From an optimization exercise on the open Yosys and OpenROAD flow, aimed at small area and a short achievable clock period; shortcuts taken in it are not production practice. The RTL was checked by simulation tests, not by an equivalence proof against the original design.

Design top_diannao_node_vMAX, start of the top module:
module top_diannao_node_vMAX (
        clk,
        i_inputs,
        i_synapses,
        i_op,
        i_nbout,
        i_load,
        o_to_edram
    );
export LEC_CHECK = 0
export ABC_AREA = 1
export CAP_MARGIN = 40
export CORE_MARGIN = 2
export CORE_UTILIZATION = 40
export SETUP_SLACK_MARGIN = 5
export SLEW_MARGIN = 40
export SYNTH_HIERARCHICAL = 1
create_clock -name core_clock -period 12.0 [get_ports {clk}]
standard.sh (not shown) runs the stock make flow with config.mk's settings and CLKGATE_MAP_FILE= SYNTH_SCRIPT=/design/flow/synth_recipe.tcl, a recipe that flattens the netlist after the stock synthesis.
==> flow/flow/run.sh <==
#!/bin/bash
# Standard ORFS layout (the standard.sh, standard synthesis unchanged), with
# extra settings for timing repair, clock tree and port buffers.
set -euo pipefail
bash standard.sh SETUP_SLACK_MARGIN=8.2 CTS_CLUSTER_SIZE=30 CTS_CLUSTER_DIAMETER=80 "BUFFER_PORTS_ARGS=-buffer_cell sky130_fd_sc_hd__buf_1" PRE_DETAIL_PLACE_TCL=$PWD/flow/move_outcopy.tcl finish > standard.log 2>&1
==> flow/flow/move_outcopy.tcl <==
# Run before detailed placement (PRE_DETAIL_PLACE_TCL): put each flip-flop
# whose only load is an output port's buffer next to that buffer, so the
# register-to-output wire is short.  Detailed placement then legalizes.
set block [ord::get_db_block]
set moved 0
foreach inst [$block getInsts] {
  set master [[$inst getMaster] getName]
  if {![string match "sky130_fd_sc_hd__df*" $master]} { continue }
  foreach iterm [$inst getITerms] {
    if {![$iterm isOutputSignal]} { continue }
    set net [$iterm getNet]
    if {$net == "NULL"} { continue }
    set loads {}
    foreach it2 [$net getITerms] {
      if {[$it2 getInst] != $inst} { lappend loads [$it2 getInst] }
    }
    if {[llength $loads] != 1 || [llength [$net getBTerms]] != 0} { continue }
    set buf [lindex $loads 0]
    # the load must be a buffer that drives an output port
    set drives_port 0
    foreach it3 [$buf getITerms] {
      if {[$it3 isOutputSignal] && [$it3 getNet] != "NULL" && [llength [[$it3 getNet] getBTerms]] > 0} { set drives_port 1 }
    }
    if {!$drives_port} { continue }
    set loc [$buf getLocation]
    $inst setLocation [lindex $loc 0] [lindex $loc 1]
    incr moved
  }
}
puts "move_outcopy: moved $moved flip-flops next to their output buffers"
Then changed:
==> flow/flow/run.sh (replaced) <==
#!/bin/bash
# The standard layout (standard.sh: the standard synthesis and ORFS steps,
# unchanged), with a larger setup margin for timing repair, a clock tree with
# larger sink clusters and plain buffers on the ports.  The make output goes to
# standard.log; each ORFS step logs to orfs/logs/.
set -euo pipefail
bash standard.sh SETUP_SLACK_MARGIN=8.2 "CTS_ARGS=-sink_clustering_enable -repair_clock_nets -sink_clustering_size 30 -sink_clustering_max_diameter 80 -dont_use_dummy_load" "BUFFER_PORTS_ARGS=-buffer_cell sky130_fd_sc_hd__buf_1" finish > standard.log 2>&1
CAP_MARGIN = 10   (was 40)
SLEW_MARGIN = 10   (was 40)
removed: flow/flow/move_outcopy.tcl
Result: The new run completed without violations; design area came out lower by 0.99%; hold slack got worse by 0.062 ns; global-route usage barely changes; first-iteration DRC count came out lower by 0.75%; setup slack got worse by 0.024 ns; die area does not change; synthesized cell count stays the same; clock skew came out higher by 0.059 ns; register-to-register slack improved by 0.02 ns.
Then changed:
==> flow/flow/run.sh (replaced) <==
#!/bin/bash
# Standard ORFS layout (the standard.sh, standard synthesis unchanged), with
# extra settings for timing repair, clock tree and port buffers.
set -euo pipefail
bash standard.sh SETUP_SLACK_MARGIN=8.3 "CTS_ARGS=-sink_clustering_enable -repair_clock_nets -sink_clustering_size 30 -sink_clustering_max_diameter 80 -dont_use_dummy_load -distance_between_buffers 300" "BUFFER_PORTS_ARGS=-buffer_cell sky130_fd_sc_hd__buf_1" finish > standard.log 2>&1
PLACE_DENSITY = 0.75   (was default)
Setup slack improved by 0.13 ns.
Final cell count hardly moves.
Maximum frequency climbs by a few percent.
Die area does not change.
Clock skew climbs by 0.024 ns.
Routed wire length drops slightly.
Then changed:
==> flow/flow/run.sh (replaced) <==
#!/bin/bash
# Standard ORFS layout (the standard.sh, standard synthesis unchanged), with
# extra settings for timing repair, clock tree and port buffers.
set -euo pipefail
bash standard.sh SETUP_SLACK_MARGIN=8.5 "CTS_ARGS=-sink_clustering_enable -repair_clock_nets -sink_clustering_size 30 -sink_clustering_max_diameter 80 -dont_use_dummy_load -distance_between_buffers 300" "BUFFER_PORTS_ARGS=-buffer_cell sky130_fd_sc_hd__buf_1" finish > standard.log 2>&1
PLACE_DENSITY = default   (was 0.75)
Effect: Cell count grows slightly; clock-buffer cell count went down by 3; global-route usage increases by 0.85 points; sequential cell count is unchanged; setup slack degrades by 0.015 ns.
Then changed:
==> flow/flow/run.sh (replaced) <==
#!/bin/bash
# Standard ORFS layout (the standard.sh, standard synthesis unchanged), with
# extra settings for timing repair, clock tree and port buffers.
set -euo pipefail
bash standard.sh SETUP_SLACK_MARGIN=8.2 "CTS_ARGS=-sink_clustering_enable -repair_clock_nets -sink_clustering_size 30 -sink_clustering_max_diameter 80 -dont_use_dummy_load -distance_between_buffers 300" "BUFFER_PORTS_ARGS=-buffer_cell sky130_fd_sc_hd__buf_1" finish > standard.log 2>&1
The changed run passed the timing, DRC and antenna checks.
Final area is lower by 5.0%.
Wire length decreases by 4.3%.
Die area is unchanged.
Worst hold slack gets worse by 0.023 ns.
Global-route usage shrinks by 0.22 points.
Synthesized area stays the same.
Setup slack loses 0.048 ns.
Maximum frequency falls by 1.3%.
Via count went down by 2.8%.
Non-clock buffer count fell by 409.

## separate check: timing with driven ports
The flow's constraints put no driver on any port. The routed layouts listed below were extracted and timed again, unchanged, in two steps. Step 1 (the two cells are an assumption about what drives the block):
set clk [get_ports {clk}]
set_driving_cell -lib_cell sky130_fd_sc_hd__clkbuf_16 $clk
set_driving_cell -lib_cell sky130_fd_sc_hd__buf_2 [delete_from_list [all_inputs] $clk]
Step 2, shift: input delay + t, output delay - t, t = (earliest + latest rising clock arrival at the registers) / 2. This alone moves slack from input paths to output paths. Slacks: ideal / step 1 / step 2; pairs: ideal / step 1.
run | shift t [ns] | slack for setup (ns) | worst hold slack (ns)
the first run | 0.993 | 8.252 / 8.141 / 7.318 | 0.639 / 0.639 / 0.639
the second run | 0.971 | 8.228 / 8.121 / 7.499 | 0.577 / 0.577 / 0.577
the third run | 0.864 | 8.363 / 8.250 / 7.683 | 0.586 / 0.586 / 0.586
the fourth run | 0.855 | 8.348 / 8.247 / 7.812 | 0.607 / 0.607 / 0.607
the fifth run | 0.875 | 8.300 / 8.193 / 7.654 | 0.584 / 0.584 / 0.584
After both steps every run listed still meets setup and hold. For the first run, which loses most, drivers alone change the setup slack by -0.111 ns; drivers and shift together by -0.934 ns.
